This design comes from an exercise in tuning for small area on the open sky130 flow, not from production work.
At most, simulation tests tie the RTL to the original design; equivalence was not proved.
No functional check of the RTL was part of runs 5 and 6.
No activity file was given, so power comes from the tool's default toggle rates. No driver is modelled on the clock port, so clocking that relies on it looks cheaper here than on a real chip.

### config.mk
export PLATFORM = sky130hd
export DESIGN_NAME = cnn_top
export DESIGN_NICKNAME = cnn_top
export VERILOG_FILES = /design/flow/design.v
export SDC_FILE = /design/flow/constraint.sdc
export NUM_CORES = 4
export LEC_CHECK = 0
export CAP_MARGIN = 20
export CORE_MARGIN = 2
export CORE_UTILIZATION = 70
export CTS_BUF_LIST = sky130_fd_sc_hd__clkbuf_16
export CTS_CLUSTER_DIAMETER = 60
export CTS_CLUSTER_SIZE = 40
export SLEW_MARGIN = 20
### constraint.sdc
create_clock -name core_clock -period 5.5 [get_ports {clk}]
set_input_delay 1.1000 -clock core_clock [delete_from_list [all_inputs] [get_ports {clk}]]
set_output_delay 1.1000 -clock core_clock [all_outputs]
set_load 0.01 [all_outputs]
### design.v
`timescale 1ns / 1ps
module sliding_window #(
    parameter int DATA_WIDTH = 8,
    parameter int IMG_WIDTH  = 28,
    parameter int DEPTH      = 2*IMG_WIDTH
)(
    input  logic                              clk,
    input  logic                              rst_n,
    input  logic                              i_valid,
    input  logic [DATA_WIDTH-1:0]             i_data,
    output logic                              o_ready,    
    output logic [DEPTH-1:0][DATA_WIDTH-1:0]  o_hist
);
    logic [DEPTH-1:0][DATA_WIDTH-1:0] hist;
    logic [4:0] x_cnt;       
    logic [1:0] y_cnt;       
    always_ff @(posedge clk) begin
        if (i_valid)
            hist <= {hist[DEPTH-2:0], i_data};
    end
    wire x_last = x_cnt[4] & x_cnt[3] & x_cnt[1] & x_cnt[0];    
    always_ff @(posedge clk or negedge rst_n) begin
        if (!rst_n) begin
            x_cnt <= '0;
            y_cnt <= '0;
        end else if (i_valid) begin
            if (x_last) begin
                x_cnt <= '0;
                if (!y_cnt[1]) y_cnt <= y_cnt + 2'd1;
            end else begin
                x_cnt <= x_cnt + 5'd1;
            end
        end
    end
    assign o_ready = y_cnt[1] & (x_cnt[4] | x_cnt[3] | x_cnt[2] | x_cnt[1]);
    assign o_hist  = hist;
endmodule
`timescale 1ns / 1ps
module conv_mac #(
    parameter int DATA_WIDTH = 8,
    parameter int IMG_WIDTH  = 28,
    parameter int DEPTH      = 2*IMG_WIDTH
)(
    input  logic                              clk,
    input  logic                              rst_n,
    input  logic                              i_beat,    
    input  logic                              i_valid,   
    input  logic [DATA_WIDTH-1:0]             i_px,
    input  logic [DEPTH-1:0][DATA_WIDTH-1:0]  i_hist,    
    output logic                              o_valid,
    output logic [11:0]                       o_result
);
    localparam int W = IMG_WIDTH;
    logic [7:0] p56, m0, m2, cn;
    assign p56 = i_hist[2*W-1];      
    assign m0  = i_hist[W-1];        
    assign m2  = i_hist[W+1];        
    assign cn  = ~i_hist[W];         
    logic [8:0] t0, t1, t2;
    assign t0 = 9'(i_px) + 9'(p56);
    always_ff @(posedge clk)
        if (i_beat) begin
            t1 <= t0;
            t2 <= t1;
        end
    wire c_1 = i_px[0] ^ p56[0];
    wire c_2 = i_px[0] & p56[0];
    wire c_3 = i_px[1] ^ p56[1] ^ t1[1];
    wire c_4 = (i_px[1] & p56[1]) | (i_px[1] & t1[1]) | (p56[1] & t1[1]);
    wire c_5 = i_px[2] ^ p56[2] ^ t1[2];
    wire c_6 = (i_px[2] & p56[2]) | (i_px[2] & t1[2]) | (p56[2] & t1[2]);
    wire c_7 = i_px[3] ^ p56[3] ^ t1[3];
    wire c_8 = (i_px[3] & p56[3]) | (i_px[3] & t1[3]) | (p56[3] & t1[3]);
    wire c_9 = i_px[4] ^ p56[4] ^ t1[4];
    wire c_10 = (i_px[4] & p56[4]) | (i_px[4] & t1[4]) | (p56[4] & t1[4]);
    wire c_11 = i_px[5] ^ p56[5] ^ t1[5];
    wire c_12 = (i_px[5] & p56[5]) | (i_px[5] & t1[5]) | (p56[5] & t1[5]);
    wire c_13 = i_px[6] ^ p56[6] ^ t1[6];
    wire c_14 = (i_px[6] & p56[6]) | (i_px[6] & t1[6]) | (p56[6] & t1[6]);
    wire c_15 = i_px[7] ^ p56[7] ^ t1[7];
    wire c_16 = (i_px[7] & p56[7]) | (i_px[7] & t1[7]) | (p56[7] & t1[7]);
    wire c_17 = c_1 ^ t1[0] ^ t2[0];
    wire c_18 = (c_1 & t1[0]) | (c_1 & t2[0]) | (t1[0] & t2[0]);
    wire c_19 = c_3 ^ t2[1] ^ m0[1];
    wire c_20 = (c_3 & t2[1]) | (c_3 & m0[1]) | (t2[1] & m0[1]);
    wire c_21 = m2[1] ^ 1'b1;
    wire c_22 = m2[1] & 1'b1;
    wire c_23 = c_5 ^ t2[2] ^ m0[2];
    wire c_24 = (c_5 & t2[2]) | (c_5 & m0[2]) | (t2[2] & m0[2]);
    wire c_25 = m2[2] ^ 1'b1 ^ c_4;
    wire c_26 = (m2[2] & 1'b1) | (m2[2] & c_4) | (1'b1 & c_4);
    wire c_27 = c_7 ^ t2[3] ^ m0[3];
    wire c_28 = (c_7 & t2[3]) | (c_7 & m0[3]) | (t2[3] & m0[3]);
    wire c_29 = m2[3] ^ cn[0] ^ c_6;
    wire c_30 = (m2[3] & cn[0]) | (m2[3] & c_6) | (cn[0] & c_6);
    wire c_31 = c_9 ^ t2[4] ^ m0[4];
    wire c_32 = (c_9 & t2[4]) | (c_9 & m0[4]) | (t2[4] & m0[4]);
    wire c_33 = m2[4] ^ cn[1] ^ c_8;
    wire c_34 = (m2[4] & cn[1]) | (m2[4] & c_8) | (cn[1] & c_8);
    wire c_35 = c_11 ^ t2[5] ^ m0[5];
    wire c_36 = (c_11 & t2[5]) | (c_11 & m0[5]) | (t2[5] & m0[5]);
    wire c_37 = m2[5] ^ cn[2] ^ c_10;
    wire c_38 = (m2[5] & cn[2]) | (m2[5] & c_10) | (cn[2] & c_10);
    wire c_39 = c_13 ^ t2[6] ^ m0[6];
    wire c_40 = (c_13 & t2[6]) | (c_13 & m0[6]) | (t2[6] & m0[6]);
    wire c_41 = m2[6] ^ cn[3] ^ c_12;
    wire c_42 = (m2[6] & cn[3]) | (m2[6] & c_12) | (cn[3] & c_12);
    wire c_43 = c_15 ^ t2[7] ^ m0[7];
    wire c_44 = (c_15 & t2[7]) | (c_15 & m0[7]) | (t2[7] & m0[7]);
    wire c_45 = m2[7] ^ cn[4] ^ c_14;
    wire c_46 = (m2[7] & cn[4]) | (m2[7] & c_14) | (cn[4] & c_14);
    wire c_47 = t1[8] ^ t2[8] ^ cn[5];
    wire c_48 = (t1[8] & t2[8]) | (t1[8] & cn[5]) | (t2[8] & cn[5]);
    wire c_49 = c_17 ^ m0[0];
    wire c_50 = c_17 & m0[0];
    wire c_51 = c_19 ^ c_21 ^ c_2;
    wire c_52 = (c_19 & c_21) | (c_19 & c_2) | (c_21 & c_2);
    wire c_53 = c_23 ^ c_25 ^ c_20;
    wire c_54 = (c_23 & c_25) | (c_23 & c_20) | (c_25 & c_20);
    wire c_55 = c_27 ^ c_29 ^ c_24;
    wire c_56 = (c_27 & c_29) | (c_27 & c_24) | (c_29 & c_24);
    wire c_57 = c_31 ^ c_33 ^ c_28;
    wire c_58 = (c_31 & c_33) | (c_31 & c_28) | (c_33 & c_28);
    wire c_59 = c_35 ^ c_37 ^ c_32;
    wire c_60 = (c_35 & c_37) | (c_35 & c_32) | (c_37 & c_32);
    wire c_61 = c_39 ^ c_41 ^ c_36;
    wire c_62 = (c_39 & c_41) | (c_39 & c_36) | (c_41 & c_36);
    wire c_63 = c_43 ^ c_45 ^ c_40;
    wire c_64 = (c_43 & c_45) | (c_43 & c_40) | (c_45 & c_40);
    wire c_65 = c_47 ^ c_16 ^ c_44;
    wire c_66 = (c_47 & c_16) | (c_47 & c_44) | (c_16 & c_44);
    wire c_67 = c_49 ^ m2[0];
    wire c_68 = c_49 & m2[0];
    wire c_69 = c_51 ^ c_18 ^ c_50;
    wire c_70 = (c_51 & c_18) | (c_51 & c_50) | (c_18 & c_50);
    wire c_71 = c_53 ^ c_22 ^ c_52;
    wire c_72 = (c_53 & c_22) | (c_53 & c_52) | (c_22 & c_52);
    wire c_73 = c_55 ^ c_26 ^ c_54;
    wire c_74 = (c_55 & c_26) | (c_55 & c_54) | (c_26 & c_54);
    wire c_75 = c_57 ^ c_30 ^ c_56;
    wire c_76 = (c_57 & c_30) | (c_57 & c_56) | (c_30 & c_56);
    wire c_77 = c_59 ^ c_34 ^ c_58;
    wire c_78 = (c_59 & c_34) | (c_59 & c_58) | (c_34 & c_58);
    wire c_79 = c_61 ^ c_38 ^ c_60;
    wire c_80 = (c_61 & c_38) | (c_61 & c_60) | (c_38 & c_60);
    wire c_81 = c_63 ^ c_42 ^ c_62;
    wire c_82 = (c_63 & c_42) | (c_63 & c_62) | (c_42 & c_62);
    wire c_83 = c_65 ^ c_46 ^ c_64;
    wire c_84 = (c_65 & c_46) | (c_65 & c_64) | (c_46 & c_64);
    wire c_85 = cn[6] ^ c_48 ^ c_66;
    wire c_86 = (cn[6] & c_48) | (cn[6] & c_66) | (c_48 & c_66);
    logic [11:0] sum;
    assign sum = {1'b1, cn[7], c_85, c_83, c_81, c_79, c_77, c_75, c_73, c_71, c_69, c_67} + {1'b0, c_86, c_84, c_82, c_80, c_78, c_76, c_74, c_72, c_70, c_68, 1'b1};
    always_ff @(posedge clk)
        o_result <= ~sum;
    always_ff @(posedge clk or negedge rst_n)
        if (!rst_n) o_valid <= 1'b0;
        else        o_valid <= i_valid;
endmodule
`timescale 1ns / 1ps
module cnn_top #(
    parameter int DATA_WIDTH = 8,
    parameter int OUT_WIDTH  = 32,
    parameter int IMG_WIDTH  = 28
)(
    input  logic                   clk,
    input  logic                   rst_n,
    input  logic [DATA_WIDTH-1:0]  s_axis_tdata,
    input  logic                   s_axis_tvalid,
    output logic                   s_axis_tready,
    output logic [OUT_WIDTH-1:0]   m_axis_tdata,
    output logic                   m_axis_tvalid,
    input  logic                   m_axis_tready,
    output logic                   m_axis_tlast
);
    localparam int DEPTH = 2*IMG_WIDTH;
    logic                              win_ready;
    logic [DEPTH-1:0][DATA_WIDTH-1:0]  hist;
    logic [11:0]                       result;
    assign s_axis_tready = 1'b1;
    assign m_axis_tlast  = 1'b0;
    sliding_window #(
        .DATA_WIDTH(DATA_WIDTH),
        .IMG_WIDTH(IMG_WIDTH),
        .DEPTH(DEPTH)
    ) u_sliding_window (
        .clk(clk),
        .rst_n(rst_n),
        .i_valid(s_axis_tvalid),
        .i_data(s_axis_tdata),
        .o_ready(win_ready),
        .o_hist(hist)
    );
    conv_mac #(
        .DATA_WIDTH(DATA_WIDTH),
        .IMG_WIDTH(IMG_WIDTH),
        .DEPTH(DEPTH)
    ) u_conv_mac (
        .clk(clk),
        .rst_n(rst_n),
        .i_beat(s_axis_tvalid),
        .i_valid(s_axis_tvalid & win_ready),
        .i_px(s_axis_tdata),
        .i_hist(hist),
        .o_valid(m_axis_tvalid),
        .o_result(result)
    );
    assign m_axis_tdata = {{(OUT_WIDTH-12){result[11]}}, result};
endmodule
### flow/run.sh
#!/bin/bash
# Standard layout (standard.sh: the ORFS flow, synthesis unchanged), with
# clock tree synthesis told not to add dummy loads and the smallest buffer on
# the ports.
set -euo pipefail
export CTS_ARGS="-sink_clustering_enable -repair_clock_nets -buf_list sky130_fd_sc_hd__clkbuf_16 -sink_clustering_size 40 -sink_clustering_max_diameter 60 -dont_use_dummy_load"
export BUFFER_PORTS_ARGS="-buffer_cell sky130_fd_sc_hd__buf_1"
bash standard.sh > standard.log 2>&1
### standard.sh
#!/bin/bash
# synth_recipe.tcl (not shown) runs the flow's synth.tcl, then flattens the netlist and writes it again
# the make line also repeats each setting of config.mk as NAME=value (left out here)
make -C /OpenROAD-flow-scripts/flow DESIGN_CONFIG=/design/flow/config.mk WORK_HOME=/design/flow/orfs CLKGATE_MAP_FILE= SYNTH_SCRIPT=/design/flow/synth_recipe.tcl "${@:-finish}"
==> impl_metrics.py, run 1 <==
metrics = {
    "detailed_routing": {
        "vias": 5938,
        "viasPerCell": 5.428,
        "ant_nets": 0,
        "first_iter_violations": 398,
        "avgRoutedWirePerCell_um": 17.61,
        "dr.pass1.iters": 4,
        "wl_mm": 19.27,
        "drc": 0,
    },
    "clocking": {
        "root_buffer": "clkbuf_16",
        "cts.reportedPaths.clkPinSlew_ps": 100,
        "cts_buffers": 28,
        "ctsHtreeMaxLevel": 1,
        "numClockSinks": 486,
        "clk_path_buf_depth": 3,
        "tritoncts": "built",
        "insertion_delay_ps": 570,
        "holdBufCountCts": 0,
        "cts_resized": 0,
        "post_cts_buffers": 0,
    },
    "finish": {
        "antenna_cells": 0,
        "drive_gt1_frac": 0.05548,
        "fin_nets": 851,
        "fin_cells": 1094,
        "area_delta_synth_final_pct": 7.335,
        "fillers": 1297,
    },
    "setup_path": {
        "cp.arrival_ps": 4890,
        "cpMostUsedCell": "fa_1",
        "reg2reg_slack_ps": 1250,
        "cp-end-kind": "register",
        "cp_top_family": "adder cells",
        "r2r_end": "u_conv_mac.o_result[11]",
        "slowest_delay_ps": 600,
        "path_buf_inv": 3,
        "slowest_stage": "fa_1",
        "reg2regPathDepth": 12,
        "worstPathMaxFanout": 2,
        "critPathKind": "in2reg",
        "cp-start-kind": "primary input",
        "crit_chain": "buf_1 -> fa_1 -> inv_1 -> fa_1 -> fa_1 -> fa_1 -> inv_1 -> ha_1 -> a211oi_2 -> o21ai_1 -> a31oi_1 -> o221ai_1 -> a21o_1",
        "r2r-start": "u_sliding_window.hist[441]",
        "required_ps": 5930,
    },
    "placement": {
        "gp_congestion": 0.7176,
        "io_buffers": 43,
        "post-place-ws_ps": 485.6,
        "dp_hpwl_mm": 10.71,
        "dp.cells": 1066,
    },
    "pwr": {
        "switching_share": 0.2502,
        "netSwitchingPower_w": 0.001957,
        "power_density_nw_per_um2": 442.2,
        "p_int_w": 0.005864,
        "cellLeakagePower_nw": 6.205,
        "pwr-share-seq": 0.577,
        "clkPwrFrac": 0.242,
        "ir_worst_vdd_mv": 0.3093,
        "total_power_w": 0.007820,
        "combPwrFrac": 0.181,
    },
    "worst_hold_path": {
        "hold_depth": 0,
        "hp-start": "u_sliding_window.hist[341]",
        "min_to": "u_sliding_window.hist[349]",
        "hp-class": "reg2reg",
    },
    "yosys": {
        "synth_edf_count": 466,
        "yosys_register_bits": 486,
        "async_flop_share": 0.01646,
        "synth_top_flop_cell": "edfxtp_1",
        "ys_types": 36,
        "ys_warn_count": 2,
        "synth_top_area_cell": "edfxtp_1",
        "synth_area_leaders": "edfxtp_1 (85%), fa_1 (4.9%), ha_1 (1.7%)",
        "yosysMostFrequentCell": "edfxtp_1",
        "syn_avg_cell_area_sq_um": 22.98,
        "netlist_area_sq_um": 16480,
        "yosysSeqAreaShare": 0.8759,
        "netlist.area_leader.share": 0.8492,
        "ys_top_cells_by_count": "edfxtp_1 (466), inv_1 (52), fa_1 (40), buf_4 (22), ha_1 (22)",
        "syn_inst": 717,
        "synth_nets": 791,
    },
    "floorplan": {
        "die_area_sq_um": 24780,
        "placementRows": 56,
        "start_util": 0.7084,
        "pin_count": 47,
        "core_area_sq_um": 23260,
        "die_w_um": 157.4,
        "die_h_um": 157.4,
    },
    "timing": {
        "hold_ws_ps": 381.1,
        "rsz0062_at_grt": "no",
        "report.final.slew_viol_count": 0,
        "setup_violations": 0,
        "post-route-worst-setup-slack_ps": 1043,
        "hold_viol": 0,
        "clock.fmax_ghz": 0.2244,
        "tightest_slew_ps": 853.3,
        "finalSetupTns_ps": 0,
        "max_slew_margin": 0.4311,
        "period_share": 0.8104,
        "skew_ps": 42.48,
        "min_period_ps": 4457,
    },
    "grt": {
        "grt_pass1_vias": 5733,
        "grt_max_degree": 149,
        "grt_pass1_wl_mm": 30.44,
        "grt-ovfl-total": 0,
        "antenna_found_initial": 0,
        "grt_use_total": 0.1605,
    },
    "flow_run": {
        "drv_cap": 0,
    },
    "outcome": {
        "status": "finished clean",
    },
}
power by group through the flow:
stage / clock network, W / logic (W) / registers, W
finish: 0.00190 / 0.00142 / 0.00451
global route: 0.00207 / 0.00162 / 0.00454
CTS: 0.00196 / 0.00143 / 0.00452
detailed placement: 0 / 0.00143 / 0.00459
global placement: 0 / 0.00138 / 0.00458
floorplan: 0 / 0.00110 / 0.00457
registers in the layout (all words and copies together), names as in the netlist:
name                    flops
u_sliding_window.hist     448
u_conv_mac.t2               9
u_conv_mac.o_result        12
u_sliding_window.y_cnt      2
u_conv_mac.t1               9
u_sliding_window.x_cnt      5
u_conv_mac.o_valid          1
through the flow:
| stage | cell area [sq um] | util |
|---|---|---|
| floorplan | 16480 | - |
| global placement | 16990 | 0.7302 |
| detailed placement | 16990 | 0.7302 |
| CTS | 17690 | 0.7603 |
| global route | 17690 | 0.7603 |
| finish | 17690 | 0.7603 |
how the worst max path moves through the flow:
stage / start / end / slack (ps) / cells after the start
2_1_floorplan: s_axis_tdata[1] / u_conv_mac.o_result[11] / 960 / 12
3_3_place_gp: s_axis_tdata[1] / u_conv_mac.o_result[11] / 550 / 13
3_5_place_dp: s_axis_tdata[1] / u_conv_mac.o_result[11] / 490 / 13
4_1_cts: s_axis_tdata[1] / u_conv_mac.o_result[11] / 1040 / 13
5_1_grt: s_axis_tdata[1] / u_conv_mac.o_result[11] / 860 / 13
6_report: s_axis_tdata[1] / u_conv_mac.o_result[11] / 1040 / 13
routing by layer:
metal | up-vias | part of all wire | GRT usage | wire length, um
met2 | 85 | 0.43 | 0.2267 | 8369
met5 | - | 0 | 0 | 0
met1 | 3055 | 0.52 | 0.2719 | 9947
met3 | 35 | 0.027 | 0.02368 | 529
li1 | 2763 | - | - | -
met4 | 0 | 0.022 | 0.04113 | 419
worst reg2reg max path: cells and delay by family, from the launching register on:
family / cells / cell delay [ps]
compound gates: 5 / 1110
fa+ha+maj: 5 / 2430
buf+inv: 2 / 100
flops: 1 / 510
layout by cell type (no fill, tap or decap), drive strengths merged, types with 3 or more instances in the layout:
cell | netlist | routed
nor2 | 8 | 8
dfxtp | 12 | 12
nand2 | 13 | 13
and3 | 3 | 3
a21o | 7 | 7
inv | 52 | 52
ha | 22 | 22
xnor2 | 7 | 7
dfrtp | 8 | 8
a21oi | 7 | 7
nand3 | 6 | 6
fa | 40 | 40
o211ai | 4 | 4
xor2 | 10 | 10
edfxtp | 466 | 466
buf | 22 | 52
nand2b | 3 | 3
clkbuf | 1 | 29
o21ai | 6 | 6
cells by family after synthesis:
kind of cell / after synthesis / synth area share
adders and majority gates: 62 / 0.06530
DFF: 486 / 0.8759
buffers and inverters: 75 / 0.02210
muxes: 2 / 0.001291
AOI/OAI and AO/OA: 35 / 0.01519
other: 2 / 0.0004558
xor gates and xnor gates: 17 / 0.009036
and+or+nand+nor: 38 / 0.01071
area by class of cell:
cell class / instances / area [sq um] / share of cell area
tap: 319 / 399.1 / 0.02257
inverter: 52 / 195.2 / 0.01104
clock buffer: 28 / 700.7 / 0.03962
sequential: 486 / 14430 / 0.8161
timing repair buffer: 53 / 277.8 / 0.01570
multi-input combinational: 156 / 1680 / 0.09501
==> run 2, diff against run 1 <==
==> flow/run.sh (replaced) <==
#!/bin/bash
# Standard layout (standard.sh: the ORFS flow, synthesis unchanged), with
# clock tree synthesis told not to add dummy loads and the smallest buffer on
# the ports.
set -euo pipefail
export CTS_ARGS="-sink_clustering_enable -repair_clock_nets -buf_list sky130_fd_sc_hd__clkbuf_16 -sink_clustering_size 40 -sink_clustering_max_diameter 70 -dont_use_dummy_load"
export BUFFER_PORTS_ARGS="-buffer_cell sky130_fd_sc_hd__buf_1"
bash standard.sh > standard.log 2>&1
--- a/config.mk
+++ b/config.mk
@@ -9,6 +9,6 @@
 export CORE_MARGIN = 2
 export CORE_UTILIZATION = 70
 export CTS_BUF_LIST = sky130_fd_sc_hd__clkbuf_16
-export CTS_CLUSTER_DIAMETER = 60
+export CTS_CLUSTER_DIAMETER = 70
 export CTS_CLUSTER_SIZE = 40
 export SLEW_MARGIN = 20
==> run 2 against run 1 <==
  * Sequential cell count unchanged
  * First-iteration DRC count down 0.50%
  * Worst setup slack worse by 24 ps
  * Clock power down 18%
  * Critical path type unchanged
  * Synthesized cell count unchanged
  * Global-route usage down 0.12 points
==> impl_metrics.py, run 2 <==
metrics = {
    "outcome": {
        "status": "finished clean",
    },
    "clocking": {
        "cts_resized": 0,
        "clk_path_buf_depth": 3,
        "cts.reportedPaths.clkPinSlew_ps": 120,
        "holdBufCountCts": 0,
        "numClockSinks": 486,
        "insertion_delay_ps": 530,
        "post_cts_buffers": 0,
        "tritoncts": "built",
        "root_buffer": "clkbuf_16",
        "cts_buffers": 19,
        "ctsHtreeMaxLevel": 1,
    },
    "grt": {
        "grt_pass1_vias": 5684,
        "gr-usage-met2": 0.2296,
        "grt-ovfl-total": 0,
        "grt_use_total": 0.1593,
        "grt_pass1_wl_mm": 30.10,
        "top_usage_layer": "met1",
        "grt_max_degree": 149,
        "grt_util_met3": 0.02506,
        "grtUsageMet1": 0.2681,
        "antenna_found_initial": 0,
    },
    "yosys": {
        "syn_inst": 717,
        "ys_top_cells_by_count": "edfxtp_1 (466), inv_1 (52), fa_1 (40), buf_4 (22), ha_1 (22)",
        "ys_types": 36,
        "synth_area_leaders": "edfxtp_1 (85%), fa_1 (4.9%), ha_1 (1.7%)",
        "syn_avg_cell_area_sq_um": 22.98,
        "synth_nets": 791,
        "netlist_area_sq_um": 16480,
        "yosysSeqAreaShare": 0.8759,
        "synth_edf_count": 466,
        "synth_top_area_cell": "edfxtp_1",
        "netlist.area_leader.share": 0.8492,
        "yosys_register_bits": 486,
        "ys_warn_count": 2,
        "yosysMostFrequentCell": "edfxtp_1",
        "async_flop_share": 0.01646,
        "synth_top_flop_cell": "edfxtp_1",
    },
    "pwr": {
        "ir_worst_vdd_mv": 0.3038,
        "cellLeakagePower_nw": 6.094,
        "power_density_nw_per_um2": 428.0,
    },
    "timing": {
        "period_share": 0.8148,
        "min_period_ps": 4482,
        "hold_viol": 0,
        "clock.fmax_ghz": 0.2231,
        "tightest_slew_ps": 847.0,
        "skew_ps": 55.60,
        "finalSetupTns_ps": 0,
        "rsz0062_at_grt": "no",
        "max_slew_margin": 0.4353,
        "report.final.slew_viol_count": 0,
        "setup_violations": 0,
    },
    "placement": {
        "dp.cells": 1066,
        "dp_hpwl_mm": 10.71,
        "io_buffers": 43,
        "gp_congestion": 0.7176,
    },
    "detailed_routing": {
        "vias": 5888,
        "avgRoutedWirePerCell_um": 17.50,
        "wl_mm": 18.99,
        "viasPerCell": 5.427,
        "ant_nets": 0,
        "dr.pass1.iters": 4,
        "drc": 0,
        "first_iter_violations": 396,
    },
    "setup_path": {
        "slowest_stage": "fa_1",
        "cpMostUsedCell": "fa_1",
        "critPathKind": "in2reg",
        "reg2reg_slack_ps": 1240,
        "reg2regPathDepth": 12,
        "worstPathMaxFanout": 2,
        "cp-endpoint": "u_conv_mac.o_result[11]",
        "slowest_delay_ps": 600,
        "setup.worst_path.start": "s_axis_tdata[1]",
        "r2r-start": "u_sliding_window.hist[441]",
        "r2r_end": "u_conv_mac.o_result[11]",
        "cp.arrival_ps": 4880,
        "cp-end-kind": "register",
        "cp-start-kind": "primary input",
        "crit_chain": "buf_1 -> fa_1 -> inv_1 -> fa_1 -> fa_1 -> fa_1 -> inv_1 -> ha_1 -> a211oi_2 -> o21ai_1 -> a31oi_1 -> o221ai_1 -> a21o_1",
        "required_ps": 5900,
    },
    "floorplan": {
        "core_area_sq_um": 23260,
        "die_h_um": 157.4,
        "die_area_sq_um": 24780,
        "die_w_um": 157.4,
        "placementRows": 56,
        "pin_count": 47,
        "start_util": 0.7084,
    },
    "flow_run": {
        "drv_cap": 0,
    },
    "finish": {
        "fin_cells": 1085,
        "drive_gt1_frac": 0.04439,
        "antenna_cells": 0,
        "largest_reg_flops": 448,
        "top_register": "u_sliding_window.hist",
        "mostFrequentLayoutCell": "edfxtp_1",
        "area_delta_synth_final_pct": 5.968,
        "final_cell_mix": "edfxtp_1 (466), inv_1 (52), buf_1 (42)",
        "largestRegisters": "u_sliding_window.hist x448, u_conv_mac.o_result x12",
        "fin_nets": 842,
    },
    "worst_hold_path": {
        "hp-class": "reg2reg",
    },
}
## run 2: cell counts after synthesis
No cell type changed its count.
## run 2: through the flow
step / utilization / hold WS, ps / setup slack [ps] / cell area [sq um] / total power [W]
after global routing: 0.7506 / 379.8 / 838.8 / 17460 / 0.007891
after global placement: 0.7302 / 401.3 / 546.9 / 16990 / 0.005958
after floorplan: - / 400.3 / 964.7 / 16480 / 0.005664
after detailed placement: 0.7302 / 404.5 / 485.6 / 16990 / 0.006019
after CTS: 0.7506 / 381.0 / 1020 / 17460 / 0.007568
final: 0.7506 / 373.1 / 1018 / 17460 / 0.007474
## run 2: cell type report
type                    instances  area, sq um
flip-flops and latches        486        14430
fillers                      1320         5801
multi-input cells             156         1680
clock buffers                  19        475.5
well taps                     319        399.1
repair buffers                 53        277.8
inverters                      52        195.2
## run 2: worst max-delay path: cells and delay by family
family          cells  cell delay (ps)
buf+inv             3              250
fa+ha+maj           5             2440
compound gates      5             1100
## run 2: worst min path at each step
stage / from / end / slack, ps / cells past startpoint
2_1_floorplan: u_sliding_window.hist[92] / u_sliding_window.hist[100] / 400 / 0
3_3_place_gp: u_sliding_window.hist[437] / u_sliding_window.hist[445] / 400 / 0
3_5_place_dp: u_sliding_window.hist[141] / u_sliding_window.hist[149] / 400 / 0
4_1_cts: u_sliding_window.hist[386] / u_sliding_window.hist[394] / 380 / 0
5_1_grt: u_sliding_window.hist[386] / u_sliding_window.hist[394] / 380 / 0
6_report: u_sliding_window.hist[153] / u_sliding_window.hist[161] / 370 / 0
## run 2: logic make-up (layout without fill, tap and decap cells)
kind of cell	after synthesis	after routing	synth area share
flops	486	486	0.8759
buf+inv	75	124	0.02210
fa+ha+maj	62	62	0.06530
simple gates	38	38	0.01071
compound gates	35	35	0.01519
xor+xnor	17	17	0.009036
other cells	2	2	0.0004558
mux	2	2	0.001291
## run 2: metal layers
layer,vias to the layer above,part of all wire
li1,2742,-
met1,3050,0.51
met2,74,0.44
met3,22,0.028
met4,0,0.016
met5,-,0
## run 2: power by group
| part | switching, W | internal (W) |
|---|---|---|
| Sequential | 0.000127 | 0.00438 |
| Combinational | 0.000835 | 0.000583 |
| Clock | 0.000925 | 0.000626 |
==> run 3, diff against run 2 <==
==> flow/run.sh (replaced) <==
#!/bin/bash
# Standard layout (standard.sh: the ORFS flow, synthesis unchanged), with
# clock tree synthesis told not to add dummy loads and the smallest buffer on
# the ports.
set -euo pipefail
export CTS_ARGS="-sink_clustering_enable -repair_clock_nets -buf_list sky130_fd_sc_hd__clkbuf_16 -sink_clustering_size 38 -sink_clustering_max_diameter 60 -dont_use_dummy_load"
export BUFFER_PORTS_ARGS="-buffer_cell sky130_fd_sc_hd__buf_1"
bash standard.sh > standard.log 2>&1
--- a/config.mk
+++ b/config.mk
@@ -9,6 +9,6 @@
 export CORE_MARGIN = 2
 export CORE_UTILIZATION = 70
 export CTS_BUF_LIST = sky130_fd_sc_hd__clkbuf_16
-export CTS_CLUSTER_DIAMETER = 70
-export CTS_CLUSTER_SIZE = 40
+export CTS_CLUSTER_DIAMETER = 60
+export CTS_CLUSTER_SIZE = 38
 export SLEW_MARGIN = 20
==> run 3 against run 2 <==
  * Still clean
  * Clock power increased by 23%
  * Clock skew decreased by 13 ps
  * Maximum frequency increased by 0.55%
==> impl_metrics.py, run 3 <==
metrics = {
    "detailed_routing": {
        "avgRoutedWirePerCell_um": 17.61,
        "first_iter_violations": 398,
        "wl_mm": 19.27,
        "vias": 5938,
        "viasPerCell": 5.428,
        "drc": 0,
        "ant_nets": 0,
        "dr.pass1.iters": 4,
    },
    "grt": {
        "grt_max_degree": 149,
        "grt_use_total": 0.1605,
        "grt_pass1_vias": 5733,
        "grt_pass1_wl_mm": 30.44,
        "grt-ovfl-total": 0,
        "antenna_found_initial": 0,
    },
    "placement": {
        "gp_congestion": 0.7176,
        "dp_hpwl_mm": 10.71,
        "dpl_cell_area_sq_um": 16990,
        "io_buffers": 43,
    },
    "yosys": {
        "async_flop_share": 0.01646,
        "ys_warn_count": 2,
        "synth_top_area_cell": "edfxtp_1",
        "synth_nets": 791,
        "synth_top_flop_cell": "edfxtp_1",
        "synth_area_leaders": "edfxtp_1 (85%), fa_1 (4.9%), ha_1 (1.7%)",
        "ys_types": 36,
        "syn_inst": 717,
        "yosysSeqAreaShare": 0.8759,
        "yosys_register_bits": 486,
        "ys_top_cells_by_count": "edfxtp_1 (466), inv_1 (52), fa_1 (40), buf_4 (22), ha_1 (22)",
        "netlist_area_sq_um": 16480,
        "synth_edf_count": 466,
        "netlist.area_leader.share": 0.8492,
        "yosysMostFrequentCell": "edfxtp_1",
        "syn_avg_cell_area_sq_um": 22.98,
    },
    "clocking": {
        "cts.reportedPaths.clkPinSlew_ps": 100,
        "ctsHtreeMaxLevel": 1,
        "root_buffer": "clkbuf_16",
        "cts_resized": 0,
        "post_cts_buffers": 0,
        "holdBufCountCts": 0,
        "clk_path_buf_depth": 3,
        "numClockSinks": 486,
        "cts_buffers": 28,
        "insertion_delay_ps": 570,
        "tritoncts": "built",
    },
    "setup_path": {
        "required_ps": 5930,
        "slowest_delay_ps": 600,
        "cp.arrival_ps": 4890,
        "path_buf_inv": 3,
        "cp-start-kind": "primary input",
        "slowest_stage": "fa_1",
        "worstPathMaxFanout": 2,
        "cp_top_family": "adder cells",
        "crit_chain": "buf_1 -> fa_1 -> inv_1 -> fa_1 -> fa_1 -> fa_1 -> inv_1 -> ha_1 -> a211oi_2 -> o21ai_1 -> a31oi_1 -> o221ai_1 -> a21o_1",
        "cp-end-kind": "register",
        "cpMostUsedCell": "fa_1",
        "critPathKind": "in2reg",
    },
    "finish": {
        "largest_reg_flops": 448,
        "fillers": 1297,
        "fin_nets": 851,
        "antenna_cells": 0,
        "top_register": "u_sliding_window.hist",
        "mostFrequentLayoutCell": "edfxtp_1",
        "largestRegisters": "u_sliding_window.hist x448, u_conv_mac.o_result x12",
        "area_delta_synth_final_pct": 7.335,
        "final_cell_area_sq_um": 17690,
        "final_cell_mix": "edfxtp_1 (466), inv_1 (52), buf_1 (42)",
        "drive_gt1_frac": 0.05548,
    },
    "timing": {
        "skew_ps": 42.48,
        "setup_violations": 0,
        "period_share": 0.8104,
        "clock.fmax_ghz": 0.2244,
        "report.final.slew_viol_count": 0,
        "hold_viol": 0,
        "min_period_ps": 4457,
        "rsz0062_at_grt": "no",
        "finalSetupTns_ps": 0,
        "tightest_slew_ps": 853.3,
        "max_slew_margin": 0.4311,
    },
    "floorplan": {
        "start_util": 0.7084,
        "pin_count": 47,
        "placementRows": 56,
        "die_h_um": 157.4,
        "core_area_sq_um": 23260,
        "die_w_um": 157.4,
        "die_area_sq_um": 24780,
    },
    "flow_run": {
        "drv_cap": 0,
    },
    "pwr": {
        "power_density_nw_per_um2": 442.2,
        "ir_worst_vdd_mv": 0.3093,
        "cellLeakagePower_nw": 6.205,
    },
    "worst_hold_path": {
        "hp-class": "reg2reg",
    },
    "outcome": {
        "status": "finished clean",
    },
}
## run 3: report_power, final
group          total (W)  leakage, nW  internal (W)  switching, W
registers        0.00451         4.76       0.00438      0.000128
clock network    0.00190        0.345      0.000900      0.000996
logic            0.00142         1.10      0.000583      0.000833
total            0.00782         6.21       0.00586       0.00196
## run 3: routing by layer
layer,GRT usage,share of wire
met5,0,0
met4,0.04113,0.022
met3,0.02368,0.027
met1,0.2719,0.52
met2,0.2267,0.43
## run 3: per-stage QoR
stage / utilization / power [W] / hold slack (ps) / cells / setup WS (ps)
6_report: 0.7603 / 0.007820 / 381.1 / 1094 / 1043
5_1_grt: 0.7603 / 0.008235 / 389.2 / 1094 / 857.5
4_1_cts: 0.7603 / 0.007907 / 383.4 / 1094 / 1045
3_5_place_dp: 0.7302 / 0.006019 / 404.5 / 1066 / 485.6
3_3_place_gp: 0.7302 / 0.005958 / 401.3 / 1066 / 546.9
2_1_floorplan: - / 0.005664 / 400.3 / 717 / 964.7
## run 3: kinds of logic after synthesis
group / after synthesis / synth area share
other: 2 / 0.0004558
AND/OR/NAND/NOR: 38 / 0.01071
adder cells (fa/ha/maj): 62 / 0.06530
flip-flops: 486 / 0.8759
multiplexers: 2 / 0.001291
XOR/XNOR: 17 / 0.009036
AO/OA/AOI/OAI: 35 / 0.01519
buffers and inverters: 75 / 0.02210
## run 3: layout make-up
cell class / count / area [sq um] / share of cell area
multi-input cells: 156 / 1680 / 0.09501
repair buffers: 53 / 277.8 / 0.01570
flip-flops and latches: 486 / 14430 / 0.8161
clock buffers: 28 / 700.7 / 0.03962
well taps: 319 / 399.1 / 0.02257
inverters: 52 / 195.2 / 0.01104
## run 3: final timing paths
kind / cells after the start / endpoint / slack, ps / from
worst max-delay path: 13 / u_conv_mac.o_result[11] / 1040 / s_axis_tdata[1]
max in group asynchronous: 1 / u_sliding_window.x_cnt[3] / 4740 / rst_n
worst max register to register: 12 / u_conv_mac.o_result[11] / 1250 / u_sliding_window.hist[441]
worst min register to register: 0 / u_sliding_window.hist[349] / 380 / u_sliding_window.hist[341]
min in group asynchronous: 1 / u_sliding_window.x_cnt[4] / 470 / rst_n
worst min-delay path: 0 / u_sliding_window.hist[349] / 380 / u_sliding_window.hist[341]
## run 3: worst reg2reg max path, stage by stage, from the launching register on
cell	delay, ps
edfxtp_1	510
fa_1	550
inv_1	50
fa_1	470
fa_1	510
fa_1	600
inv_1	50
ha_1	300
a211oi_2	260
o21ai_1	140
a31oi_1	320
o221ai_1	190
a21o_1	200
==> run 4, diff against run 3 <==
==> flow/run.sh (replaced) <==
#!/bin/bash
# Standard layout (standard.sh: the ORFS flow, synthesis unchanged), with
# clock tree synthesis told not to add dummy loads and the smallest buffer on
# the ports.
set -euo pipefail
export CTS_ARGS="-sink_clustering_enable -repair_clock_nets -buf_list sky130_fd_sc_hd__clkbuf_16 -sink_clustering_size 36 -sink_clustering_max_diameter 70 -dont_use_dummy_load"
export BUFFER_PORTS_ARGS="-buffer_cell sky130_fd_sc_hd__buf_1"
bash standard.sh > standard.log 2>&1
--- a/config.mk
+++ b/config.mk
@@ -9,6 +9,6 @@
 export CORE_MARGIN = 2
 export CORE_UTILIZATION = 70
 export CTS_BUF_LIST = sky130_fd_sc_hd__clkbuf_16
-export CTS_CLUSTER_DIAMETER = 60
-export CTS_CLUSTER_SIZE = 38
+export CTS_CLUSTER_DIAMETER = 70
+export CTS_CLUSTER_SIZE = 36
 export SLEW_MARGIN = 20
==> run 4 against run 3 <==
  * Via count down 0.76%
  * Critical path depth unchanged
  * Register-to-register slack about the same
  * Largest power group unchanged
  * Sequential cell count stayed put
  * Largest cell class unchanged
  * Worst setup slack better by 15 ps
  * First-iteration DRC count grew 2.5%
  * Die area stayed put
  * Critical path type unchanged
  * Clock power fell by 18%
  * Global-route usage shrank 0.19 points
==> impl_metrics.py, run 4 <==
metrics = {
    "yosys": {
        "ys_top_cells_by_count": "edfxtp_1 (466), inv_1 (52), fa_1 (40), buf_4 (22), ha_1 (22)",
        "syn_avg_cell_area_sq_um": 22.98,
        "netlist.area_leader.share": 0.8492,
        "synth_edf_count": 466,
        "async_flop_share": 0.01646,
        "synth_top_area_cell": "edfxtp_1",
        "yosysSeqAreaShare": 0.8759,
        "ys_types": 36,
        "synth_top_flop_cell": "edfxtp_1",
        "netlist_area_sq_um": 16480,
        "yosysMostFrequentCell": "edfxtp_1",
        "synth_area_leaders": "edfxtp_1 (85%), fa_1 (4.9%), ha_1 (1.7%)",
        "ys_warn_count": 2,
        "syn_inst": 717,
        "yosys_register_bits": 486,
        "synth_nets": 791,
    },
    "setup_path": {
        "cp.arrival_ps": 4880,
        "required_ps": 5940,
        "reg2reg_slack_ps": 1260,
        "cp-endpoint": "u_conv_mac.o_result[11]",
        "r2r_end": "u_conv_mac.o_result[11]",
        "reg2regPathDepth": 12,
        "cp-start-kind": "primary input",
        "cp-end-kind": "register",
        "worstPathMaxFanout": 2,
        "r2r-start": "u_sliding_window.hist[441]",
        "setup.worst_path.start": "s_axis_tdata[1]",
        "critPathKind": "in2reg",
    },
    "clocking": {
        "cts.reportedPaths.clkPinSlew_ps": 110,
        "ctsHtreeMaxLevel": 1,
        "root_buffer": "clkbuf_16",
        "cts_resized": 0,
        "numClockSinks": 486,
        "holdBufCountCts": 0,
        "cts_buffers": 19,
        "insertion_delay_ps": 530,
        "clk_path_buf_depth": 3,
        "post_cts_buffers": 0,
        "tritoncts": "built",
    },
    "finish": {
        "top_register": "u_sliding_window.hist",
        "mostFrequentLayoutCell": "edfxtp_1",
        "drive_gt1_frac": 0.04439,
        "fin_nets": 842,
        "fin_cells": 1085,
        "largest_reg_flops": 448,
        "area_delta_synth_final_pct": 5.968,
        "final_cell_mix": "edfxtp_1 (466), inv_1 (52), buf_1 (42)",
        "largestRegisters": "u_sliding_window.hist x448, u_conv_mac.o_result x12",
        "antenna_cells": 0,
    },
    "floorplan": {
        "start_util": 0.7084,
        "die_w_um": 157.4,
        "pin_count": 47,
        "core_area_sq_um": 23260,
        "die_area_sq_um": 24780,
        "die_h_um": 157.4,
        "placementRows": 56,
    },
    "timing": {
        "post-route-worst-setup-slack_ps": 1058,
        "max_slew_margin": 0.4242,
        "report.final.slew_viol_count": 0,
        "finalSetupTns_ps": 0,
        "clock.fmax_ghz": 0.2251,
        "period_share": 0.8077,
        "hold_viol": 0,
        "tightest_slew_ps": 863.8,
        "skew_ps": 52.58,
        "setup_violations": 0,
        "rsz0062_at_grt": "no",
        "min_period_ps": 4442,
    },
    "grt": {
        "antenna_found_initial": 0,
        "grt_pass1_vias": 5642,
        "grt-ovfl-total": 0,
        "grt_use_total": 0.1586,
        "top_usage_layer": "met1",
        "grt_pass1_wl_mm": 30.02,
        "grtUsageMet1": 0.2692,
        "gr-usage-met2": 0.2254,
        "grt_util_met3": 0.02423,
        "grt_max_degree": 149,
    },
    "placement": {
        "dp.cells": 1066,
        "gp_congestion": 0.7176,
        "post-place-ws_ps": 485.6,
        "dp_hpwl_mm": 10.71,
        "io_buffers": 43,
    },
    "pwr": {
        "power_density_nw_per_um2": 428.0,
        "cellLeakagePower_nw": 6.094,
        "total_power_w": 0.007473,
        "ir_worst_vdd_mv": 0.2571,
    },
    "detailed_routing": {
        "dr.pass1.iters": 4,
        "wl_mm": 18.98,
        "vias": 5893,
        "viasPerCell": 5.431,
        "drc": 0,
        "ant_nets": 0,
        "first_iter_violations": 408,
        "avgRoutedWirePerCell_um": 17.49,
    },
    "worst_hold_path": {
        "hp-class": "reg2reg",
        "hp-start": "u_sliding_window.hist[386]",
    },
    "flow_run": {
        "drv_cap": 0,
    },
    "outcome": {
        "status": "finished clean",
    },
}
[run 4: per-stage QoR]
| stage | hold WS [ps] | instance area [sq um] | utilization |
|---|---|---|---|
| after global placement | 401.3 | 16990 | 0.7302 |
| after global routing | 379.8 | 17460 | 0.7506 |
| after CTS | 381.0 | 17460 | 0.7506 |
| after detailed placement | 404.5 | 16990 | 0.7302 |
| final | 375.7 | 17460 | 0.7506 |
| after floorplan | 400.3 | 16480 | - |
[run 4: worst min-delay path by stage]
stage | end | slack [ps] | depth (start not counted)
2_1_floorplan | u_sliding_window.hist[100] | 400 | 0
3_3_place_gp | u_sliding_window.hist[445] | 400 | 0
3_5_place_dp | u_sliding_window.hist[149] | 400 | 0
4_1_cts | u_sliding_window.hist[394] | 380 | 0
5_1_grt | u_sliding_window.hist[394] | 380 | 0
6_report | u_sliding_window.hist[394] | 380 | 0
[run 4: cell type report]
| class | count | area (sq um) |
|---|---|---|
| tap | 319 | 399.1 |
| clock buffer | 19 | 475.5 |
| timing repair buffer | 53 | 277.8 |
| fill | 1319 | 5801 |
| inverter | 52 | 195.2 |
| sequential | 486 | 14430 |
| multi-input combinational | 156 | 1680 |
[run 4: where the power goes]
part / internal, W / switching, W / leakage, nW / total [W]
registers: 0.00438 / 0.000127 / 4.76 / 0.00451
clock network: 0.000626 / 0.000924 / 0.234 / 0.00155
logic: 0.000583 / 0.000834 / 1.10 / 0.00142
total: 0.00559 / 0.00189 / 6.09 / 0.00747
[run 4: critical path: stages]
cell,delay [ps]
buf_1,140
fa_1,560
inv_1,50
fa_1,460
fa_1,510
fa_1,600
inv_1,50
ha_1,300
a211oi_2,260
o21ai_1,140
a31oi_1,320
o221ai_1,190
a21o_1,200
[run 4: logic make-up after synthesis]
group / synth area share
mux: 0.001291
buf+inv: 0.02210
compound gates: 0.01519
simple gates: 0.01071
flops: 0.8759
xor+xnor: 0.009036
fa+ha+maj: 0.06530
other cells: 0.0004558
[run 4: layer usage]
layer  up-vias  share of wire
met5         -              0
met4         0          0.019
met3        24          0.031
met2        85           0.44
met1      3039           0.51
li1       2745              -
==> run 5, diff against run 4 <==
--- a/design.v
+++ b/design.v
@@ -57,7 +57,23 @@
     assign m2  = i_hist[W+1];        
     assign cn  = ~i_hist[W];         
     logic [8:0] t0, t1, t2;
-    assign t0 = 9'(i_px) + 9'(p56);
+    assign t0[0] = i_px[0] ^ p56[0];
+    wire r_0 = i_px[0] & p56[0];
+    assign t0[1] = i_px[1] ^ p56[1] ^ r_0;
+    wire r_1 = (i_px[1] & p56[1]) | (i_px[1] & r_0) | (p56[1] & r_0);
+    assign t0[2] = i_px[2] ^ p56[2] ^ r_1;
+    wire r_2 = (i_px[2] & p56[2]) | (i_px[2] & r_1) | (p56[2] & r_1);
+    assign t0[3] = i_px[3] ^ p56[3] ^ r_2;
+    wire r_3 = (i_px[3] & p56[3]) | (i_px[3] & r_2) | (p56[3] & r_2);
+    assign t0[4] = i_px[4] ^ p56[4] ^ r_3;
+    wire r_4 = (i_px[4] & p56[4]) | (i_px[4] & r_3) | (p56[4] & r_3);
+    assign t0[5] = i_px[5] ^ p56[5] ^ r_4;
+    wire r_5 = (i_px[5] & p56[5]) | (i_px[5] & r_4) | (p56[5] & r_4);
+    assign t0[6] = i_px[6] ^ p56[6] ^ r_5;
+    wire r_6 = (i_px[6] & p56[6]) | (i_px[6] & r_5) | (p56[6] & r_5);
+    assign t0[7] = i_px[7] ^ p56[7] ^ r_6;
+    wire r_7 = (i_px[7] & p56[7]) | (i_px[7] & r_6) | (p56[7] & r_6);
+    assign t0[8] = r_7;
     always_ff @(posedge clk)
         if (i_beat) begin
             t1 <= t0;
==> run 5 against run 4 <==
  * Global-route usage shrank 0.11 points
  * Clock skew grew 17 ps
  * Total power shrank 1.1%
  * Core utilization grew 0.79 points
  * Sequential power is essentially flat
  * First-iteration DRC count grew 28%
  * Sequential share of layout area grew 0.63 points
  * Largest cell class unchanged
  * Highest routed layer unchanged
==> impl_metrics.py, run 5 <==
metrics = {
    "setup_path": {
        "path_buf_inv": 5,
        "cp-end-kind": "register",
        "slowest_stage": "fa_1",
        "cp_top_family": "adder cells",
        "required_ps": 5920,
        "cp-start-kind": "primary input",
        "crit_chain": "buf_1 -> fa_1 -> inv_1 -> fa_1 -> inv_1 -> fa_1 -> inv_1 -> fa_1 -> inv_1 -> ha_1 -> a21o_1 -> a21oi_2 -> o21ai_2 -> a31oi_1 -> xor2_1",
        "reg2reg_slack_ps": 1320,
        "slowest_delay_ps": 590,
        "critPathKind": "in2reg",
        "cp.arrival_ps": 4910,
        "worstPathMaxFanout": 4,
    },
    "yosys": {
        "yosys_register_bits": 486,
        "syn_inst": 702,
        "yosysSeqAreaShare": 0.8805,
        "netlist_area_sq_um": 16390,
        "synth_top_area_cell": "edfxtp_1",
        "ys_types": 40,
        "async_flop_share": 0.01646,
        "synth_area_leaders": "edfxtp_1 (85%), fa_1 (5.6%), dfxtp_1 (1.5%)",
        "yosysMostFrequentCell": "edfxtp_1",
        "netlist.area_leader.share": 0.8537,
        "ys_top_cells_by_count": "edfxtp_1 (466), inv_1 (61), fa_1 (46), buf_4 (22), ha_1 (15)",
        "synth_nets": 775,
        "ys_warn_count": 2,
        "syn_avg_cell_area_sq_um": 23.35,
        "synth_top_flop_cell": "edfxtp_1",
        "synth_edf_count": 466,
    },
    "finish": {
        "fin_nets": 823,
        "top_register": "u_sliding_window.hist",
        "drive_gt1_frac": 0.04412,
        "largest_reg_flops": 448,
        "mostFrequentLayoutCell": "edfxtp_1",
        "final_cell_mix": "edfxtp_1 (466), inv_1 (61), fa_1 (46)",
        "largestRegisters": "u_sliding_window.hist x448, u_conv_mac.o_result x12",
        "antenna_cells": 0,
        "final_core_util": 0.7585,
        "area_delta_synth_final_pct": 5.725,
    },
    "outcome": {
        "status": "finished clean",
    },
    "worst_hold_path": {
        "hp-class": "reg2reg",
    },
    "placement": {
        "io_buffers": 43,
        "gp_congestion": 0.7461,
        "dp_hpwl_mm": 10.76,
    },
    "pwr": {
        "power_density_nw_per_um2": 426.3,
        "ir_worst_vdd_mv": 0.2912,
        "total_power_w": 0.007388,
        "cellLeakagePower_nw": 6.063,
    },
    "clocking": {
        "cts_resized": 0,
        "holdBufCountCts": 0,
        "cts.reportedPaths.clkPinSlew_ps": 110,
        "root_buffer": "clkbuf_16",
        "numClockSinks": 486,
        "tritoncts": "built",
        "ctsHtreeMaxLevel": 1,
        "cts_buffers": 18,
        "post_cts_buffers": 0,
        "insertion_delay_ps": 530,
        "clk_path_buf_depth": 3,
    },
    "timing": {
        "period_share": 0.8162,
        "tightest_slew_ps": 859.7,
        "rsz0062_at_grt": "no",
        "finalSetupTns_ps": 0,
        "setup_violations": 0,
        "max_slew_margin": 0.4269,
        "report.final.slew_viol_count": 0,
        "skew_ps": 69.24,
        "hold_ws_ps": 369.6,
        "min_period_ps": 4489,
        "clock.fmax_ghz": 0.2228,
        "hold_viol": 0,
    },
    "detailed_routing": {
        "drc": 0,
        "first_iter_violations": 523,
        "wl_mm": 18.87,
        "dr.pass1.iters": 4,
        "vias": 5706,
        "ant_nets": 0,
        "avgRoutedWirePerCell_um": 17.79,
        "viasPerCell": 5.378,
    },
    "grt": {
        "grt_use_total": 0.1575,
        "grt_pass1_wl_mm": 29.82,
        "grt_max_degree": 137,
        "antenna_found_initial": 0,
        "grt-ovfl-total": 0,
        "grt_pass1_vias": 5509,
    },
    "floorplan": {
        "start_util": 0.7175,
        "core_area_sq_um": 22850,
        "die_h_um": 157.0,
        "die_area_sq_um": 24660,
        "pin_count": 47,
        "placementRows": 55,
        "die_w_um": 157.0,
    },
    "flow_run": {
        "drv_cap": 0,
    },
}
-- run 5: changes by cell type after synthesis, moves of 3 or more --
cell / change
a21o_1: -3
a21oi_1: -4
fa_1: +6
ha_1: -7
inv_1: +9
nand2_1: -3
nand3_1: -5
nor2_1: -4
o211ai_1: -4
xnor2_1: -3
xor2_1: -4
-- run 5: stage by stage --
stage               worst slack (ps)  instance area, sq um  cells
floorplan                      953.4                 16390    702
global placement               542.2                 16880   1043
detailed placement             464.3                 16880   1043
CTS                            976.9                 17330   1061
global route                   803.0                 17330   1061
finish                          1011                 17330   1061
-- run 5: layout make-up --
cell class	instances	area, sq um
Clock buffer	18	450.4
Fill cell	1311	5517
Inverter	61	229.0
Multi-Input combinational cell	131	1555
Sequential cell	486	14430
Tap cell	313	391.6
Timing Repair Buffer	52	270.3
-- run 5: cells by family (layout without fill, tap and decap cells) --
group	Yosys count	in the layout	synth area share
compound gates	26	26	0.01099
xor+xnor	10	10	0.005343
fa+ha+maj	61	61	0.06763
buf+inv	85	131	0.02458
flops	486	486	0.8805
mux	2	2	0.001298
other cells	2	2	0.0004582
simple gates	30	30	0.009160
-- run 5: worst paths after layout --
| kind | start | endpoint | depth (start not counted) |
|---|---|---|---|
| setup / recovery | s_axis_tdata[1] | u_conv_mac.o_result[7] | 15 |
| hold / removal | u_sliding_window.hist[249] | u_sliding_window.hist[257] | 0 |
| setup reg to reg | u_sliding_window.hist[441] | u_conv_mac.o_result[7] | 14 |
| hold reg to reg | u_sliding_window.hist[249] | u_sliding_window.hist[257] | 0 |
| max in group asynchronous | rst_n | u_sliding_window.x_cnt[3] | 1 |
| min in group asynchronous | rst_n | u_sliding_window.y_cnt[1] | 1 |
-- run 5: report_power, final --
part           total [W]  switching (W)  internal, W
registers        0.00451       0.000129      0.00438
clock network    0.00152       0.000921     0.000595
logic            0.00137       0.000810     0.000557
-- run 5: layer usage --
layer | vias to the layer above | global-route usage | share of wire
li1 | 2658 | - | -
met1 | 2960 | 0.2643 | 0.50
met2 | 60 | 0.2293 | 0.45
met3 | 28 | 0.02313 | 0.032
met4 | 0 | 0.03333 | 0.019
met5 | - | 0 | 0
-- run 5: worst register-to-register path, cell delays in order (launching register included) --
cell and delay [ps]:
edfxtp_1 470, fa_1 530, inv_1 50, fa_1 490, inv_1 60, fa_1 530, inv_1 50, fa_1 590
inv_1 60, ha_1 260, a21o_1 180, a21oi_2 180, o21ai_2 120, a31oi_1 340, xor2_1 170
==> run 6, diff against run 5 <==
--- a/design.v
+++ b/design.v
@@ -57,23 +57,7 @@
     assign m2  = i_hist[W+1];        
     assign cn  = ~i_hist[W];         
     logic [8:0] t0, t1, t2;
-    assign t0[0] = i_px[0] ^ p56[0];
-    wire r_0 = i_px[0] & p56[0];
-    assign t0[1] = i_px[1] ^ p56[1] ^ r_0;
-    wire r_1 = (i_px[1] & p56[1]) | (i_px[1] & r_0) | (p56[1] & r_0);
-    assign t0[2] = i_px[2] ^ p56[2] ^ r_1;
-    wire r_2 = (i_px[2] & p56[2]) | (i_px[2] & r_1) | (p56[2] & r_1);
-    assign t0[3] = i_px[3] ^ p56[3] ^ r_2;
-    wire r_3 = (i_px[3] & p56[3]) | (i_px[3] & r_2) | (p56[3] & r_2);
-    assign t0[4] = i_px[4] ^ p56[4] ^ r_3;
-    wire r_4 = (i_px[4] & p56[4]) | (i_px[4] & r_3) | (p56[4] & r_3);
-    assign t0[5] = i_px[5] ^ p56[5] ^ r_4;
-    wire r_5 = (i_px[5] & p56[5]) | (i_px[5] & r_4) | (p56[5] & r_4);
-    assign t0[6] = i_px[6] ^ p56[6] ^ r_5;
-    wire r_6 = (i_px[6] & p56[6]) | (i_px[6] & r_5) | (p56[6] & r_5);
-    assign t0[7] = i_px[7] ^ p56[7] ^ r_6;
-    wire r_7 = (i_px[7] & p56[7]) | (i_px[7] & r_6) | (p56[7] & r_6);
-    assign t0[8] = r_7;
+    assign t0 = 9'(i_px) + 9'(p56);
     always_ff @(posedge clk)
         if (i_beat) begin
             t1 <= t0;
@@ -166,7 +150,29 @@
     wire c_85 = cn[6] ^ c_48 ^ c_66;
     wire c_86 = (cn[6] & c_48) | (cn[6] & c_66) | (c_48 & c_66);
     logic [11:0] sum;
-    assign sum = {1'b1, cn[7], c_85, c_83, c_81, c_79, c_77, c_75, c_73, c_71, c_69, c_67} + {1'b0, c_86, c_84, c_82, c_80, c_78, c_76, c_74, c_72, c_70, c_68, 1'b1};
+        assign sum[0] = c_67 ^ 1'b1 ^ 1'b0;
+    wire r_0 = (c_67 & 1'b1) | (c_67 & 1'b0) | (1'b1 & 1'b0);
+    assign sum[1] = c_69 ^ c_68 ^ r_0;
+    wire r_1 = (c_69 & c_68) | (c_69 & r_0) | (c_68 & r_0);
+    assign sum[2] = c_71 ^ c_70 ^ r_1;
+    wire r_2 = (c_71 & c_70) | (c_71 & r_1) | (c_70 & r_1);
+    assign sum[3] = c_73 ^ c_72 ^ r_2;
+    wire r_3 = (c_73 & c_72) | (c_73 & r_2) | (c_72 & r_2);
+    assign sum[4] = c_75 ^ c_74 ^ r_3;
+    wire r_4 = (c_75 & c_74) | (c_75 & r_3) | (c_74 & r_3);
+    assign sum[5] = c_77 ^ c_76 ^ r_4;
+    wire r_5 = (c_77 & c_76) | (c_77 & r_4) | (c_76 & r_4);
+    assign sum[6] = c_79 ^ c_78 ^ r_5;
+    wire r_6 = (c_79 & c_78) | (c_79 & r_5) | (c_78 & r_5);
+    assign sum[7] = c_81 ^ c_80 ^ r_6;
+    wire r_7 = (c_81 & c_80) | (c_81 & r_6) | (c_80 & r_6);
+    assign sum[8] = c_83 ^ c_82 ^ r_7;
+    wire r_8 = (c_83 & c_82) | (c_83 & r_7) | (c_82 & r_7);
+    assign sum[9] = c_85 ^ c_84 ^ r_8;
+    wire r_9 = (c_85 & c_84) | (c_85 & r_8) | (c_84 & r_8);
+    assign sum[10] = cn[7] ^ c_86 ^ r_9;
+    wire r_10 = (cn[7] & c_86) | (cn[7] & r_9) | (c_86 & r_9);
+    assign sum[11] = 1'b1 ^ 1'b0 ^ r_10;
     always_ff @(posedge clk)
         o_result <= ~sum;
     always_ff @(posedge clk or negedge rst_n)
==> run 6 against run 5 <==
  * Now fails the layout checks on setup timing
  * Area after synthesis about the same
  * Clock skew down 26 ps
  * Synthesized cell count up 0.85%
  * Global-route usage up 0.78 points
  * Via count down 0.79%
  * Count of clock-buffer cells in the layout unchanged
  * Sequential cell count unchanged
  * Worst setup slack worse by 1900 ps
  * Routed wire length up 2.9%
  * Total power down 5.1%
  * Critical endpoint is now u_conv_mac.o_result[10]
  * Highest routed layer unchanged
==> impl_metrics.py, run 6 <==
metrics = {
    "outcome": {
        "status": "finished with violations",
        "violatedChecks": "setup timing",
    },
    "grt": {
        "grt_pass1_vias": 5707,
        "antenna_found_initial": 0,
        "grt-ovfl-total": 0,
        "grt_use_total": 0.1653,
        "grt_pass1_wl_mm": 31.04,
        "grt_max_degree": 156,
    },
    "yosys": {
        "yosysSeqAreaShare": 0.8809,
        "syn_avg_cell_area_sq_um": 23.14,
        "netlist.area_leader.share": 0.8541,
        "async_flop_share": 0.01646,
        "syn_inst": 708,
        "synth_top_area_cell": "edfxtp_1",
        "synth_area_leaders": "edfxtp_1 (85%), fa_1 (6.0%), inv_1 (2.1%)",
        "synth_nets": 781,
        "yosys_register_bits": 486,
        "synth_edf_count": 466,
        "synth_top_flop_cell": "edfxtp_1",
        "ys_warn_count": 2,
        "ys_top_cells_by_count": "edfxtp_1 (466), inv_1 (91), fa_1 (49), buf_4 (22)",
        "yosysMostFrequentCell": "edfxtp_1",
        "ys_types": 26,
        "netlist_area_sq_um": 16380,
    },
    "placement": {
        "gp_congestion": 0.7718,
        "dp_hpwl_mm": 11.08,
        "post-place-ws_ps": -1492,
        "io_buffers": 43,
        "dpl_cell_area_sq_um": 16930,
    },
    "floorplan": {
        "placementRows": 55,
        "die_h_um": 157.0,
        "core_area_sq_um": 22780,
        "die_w_um": 157.0,
        "start_util": 0.7193,
        "die_area_sq_um": 24650,
        "pin_count": 47,
    },
    "clocking": {
        "numClockSinks": 486,
        "root_buffer": "clkbuf_16",
        "insertion_delay_ps": 520,
        "cts.reportedPaths.clkPinSlew_ps": 120,
        "cts_buffers": 18,
        "clk_path_buf_depth": 3,
        "ctsHtreeMaxLevel": 1,
        "holdBufCountCts": 0,
        "tritoncts": "built",
    },
    "timing": {
        "min_period_ps": 6427,
        "hold_viol": 0,
        "clock.fmax_ghz": 0.1556,
        "period_share": 1.168,
        "rsz0062_at_grt": "yes",
        "finalSetupTns_ps": -2702,
        "post-route-worst-setup-slack_ps": -926.6,
        "tightest_slew_ps": 805.4,
        "report.final.slew_viol_count": 0,
        "max_slew_margin": 0.4631,
        "skew_ps": 43.51,
        "setup_violations": 5,
    },
    "finish": {
        "largest_reg_flops": 448,
        "fin_nets": 836,
        "antenna_cells": 0,
        "register_area_sq_um": 14430,
        "final_cell_mix": "edfxtp_1 (466), inv_1 (90), fa_1 (41), buf_1 (41), clkbuf_16 (18)",
        "fillers": 1266,
        "top_register": "u_sliding_window.hist",
        "drive_gt1_frac": 0.06702,
        "mostFrequentLayoutCell": "edfxtp_1",
        "multi_input_area_sq_um": 1464,
        "largestRegisters": "u_sliding_window.hist x448, u_conv_mac.o_result x12",
        "final_cell_area_sq_um": 17400,
        "area_delta_synth_final_pct": 6.201,
    },
    "setup_path": {
        "critPathKind": "in2reg",
        "cpMostUsedCell": "fa_2",
        "cp-start-kind": "primary input",
        "cp.arrival_ps": 6810,
        "crit_chain": "buf_8 -> fa_1 -> inv_1 -> fa_1 -> inv_1 -> fa_1 -> fa_1 -> fa_2 -> fa_2 -> fa_2 -> fa_2 -> fa_2 -> fa_2 -> fa_2 -> fa_2 -> inv_2 -> fa_1 -> inv_1 -> fa_1 -> inv_1",
        "worstPathMaxFanout": 2,
        "slowest_delay_ps": 520,
        "cp-end-kind": "register",
        "required_ps": 5880,
        "slowest_stage": "fa_1",
    },
    "detailed_routing": {
        "wl_mm": 19.43,
        "viasPerCell": 5.271,
        "drc": 0,
        "avgRoutedWirePerCell_um": 18.09,
        "first_iter_violations": 478,
        "ant_nets": 0,
        "dr.pass1.iters": 6,
        "vias": 5661,
    },
    "pwr": {
        "power_density_nw_per_um2": 402.9,
        "ir_worst_vdd_mv": 0.3313,
        "total_power_w": 0.007011,
        "cellLeakagePower_nw": 6.179,
    },
    "flow_run": {
        "drv_cap": 0,
    },
    "worst_hold_path": {
        "hp-class": "reg2reg",
    },
}
## run 6: where the power goes
group | total (W) | switching [W] | internal [W] | leakage (nW)
sequential | 0.00451 | 0.000136 | 0.00438 | 4.76
combinational | 0.000984 | 0.000592 | 0.000392 | 1.19
clock | 0.00151 | 0.000918 | 0.000595 | 0.222
total | 0.00701 | 0.00165 | 0.00537 | 6.18
## run 6: cell type report
cell class | instances | share of cell area
Clock buffer | 18 | 0.02589
Inverter | 91 | 0.01963
Multi-Input combinational cell | 109 | 0.08413
Sequential cell | 486 | 0.8295
Tap cell | 313 | 0.02251
Timing Repair Buffer | 57 | 0.01834
## run 6: path summary, 6_finish.rpt
path	depth (start not counted)	endpoint	start	slack, ps
min in group asynchronous	1	u_sliding_window.x_cnt[4]	rst_n	490
worst max register to register	19	u_conv_mac.o_result[10]	u_sliding_window.hist[441]	-680
max in group asynchronous	1	u_sliding_window.y_cnt[1]	rst_n	4680
worst min-delay path	0	u_sliding_window.hist[195]	u_sliding_window.hist[187]	390
worst max-delay path	20	u_conv_mac.o_result[10]	s_axis_tdata[1]	-930
worst min register to register	0	u_sliding_window.hist[195]	u_sliding_window.hist[187]	390
## run 6: repair_timing
action	in CTS	in global routing
setup buffers	1	0
resized for setup	4	0
gates cloned	0	0
hold endpoints to repair	0	0
endpoints found under the setup margin	5	5
pin swaps	0	0
## run 6: per-stage QoR
step,std cells,utilization,hold slack (ps)
floorplan,708,-,400.3
global placement,1055,0.7433,403.1
detailed placement,1055,0.7433,404.5
CTS,1074,0.7639,393.1
global route,1074,0.7639,393.9
finish,1074,0.7639,394.3
## run 6: worst max-delay path: cells and delay by family
family                   cells  cell delay [ps]
adder cells (fa/ha/maj)     14             5360
buffers and inverters        6              350
## run 6: logic make-up (layout without fill, tap and decap cells)
group | after synthesis | in the layout | share of synthesized area
AO/OA/AOI/OAI | 17 | 17 | 0.006109
XOR/XNOR | 9 | 9 | 0.005270
buffers and inverters | 113 | 166 | 0.03093
other | 2 | 2 | 0.0004584
multiplexers | 1 | 1 | 0.0006872
adder cells (fa/ha/maj) | 61 | 61 | 0.06903
flip-flops | 486 | 486 | 0.8809
AND/OR/NAND/NOR | 19 | 19 | 0.006568
## run 6: routing by layer
| metal | routed length, um | track usage | up-vias |
|---|---|---|---|
| met3 | 699 | 0.02175 | 24 |
| met5 | 0 | 0 | - |
| met2 | 8678 | 0.2429 | 96 |
| met4 | 399 | 0.04019 | 0 |
| met1 | 9649 | 0.2749 | 2909 |
| li1 | - | - | 2632 |

## separate check: timing with driven ports
The flow's constraints put no driver on any port. The routed layouts listed below were extracted and timed again, unchanged, in two steps. Step 1 (the two cells are an assumption about what drives the block):
set clk [get_ports {clk}]
set_driving_cell -lib_cell sky130_fd_sc_hd__clkbuf_16 $clk
set_driving_cell -lib_cell sky130_fd_sc_hd__buf_2 [delete_from_list [all_inputs] $clk]
Step 2, shift: input delay + t, output delay - t, t = (earliest + latest rising clock arrival at the registers) / 2. This alone moves slack from input paths to output paths. Slacks: no drivers / after step 1 / after step 2; pairs: no drivers / after step 1.
| run | t, ns | setup WS [ns] | worst setup path after step 2 |
|---|---|---|---|
| run 1 | 0.584 | 1.043 / 1.063 / 0.479 | input to register |
| run 2 | 0.548 | 1.018 / 1.040 / 0.492 | input to register |
| run 3 | 0.584 | 1.043 / 1.063 / 0.479 | input to register |
| run 4 | 0.551 | 1.058 / 1.078 / 0.527 | input to register |
| run 5 | 0.537 | 1.011 / 1.033 / 0.495 | input to register |
| run 6 | 0.550 | -0.927 / -0.928 / -1.478 | input to register |
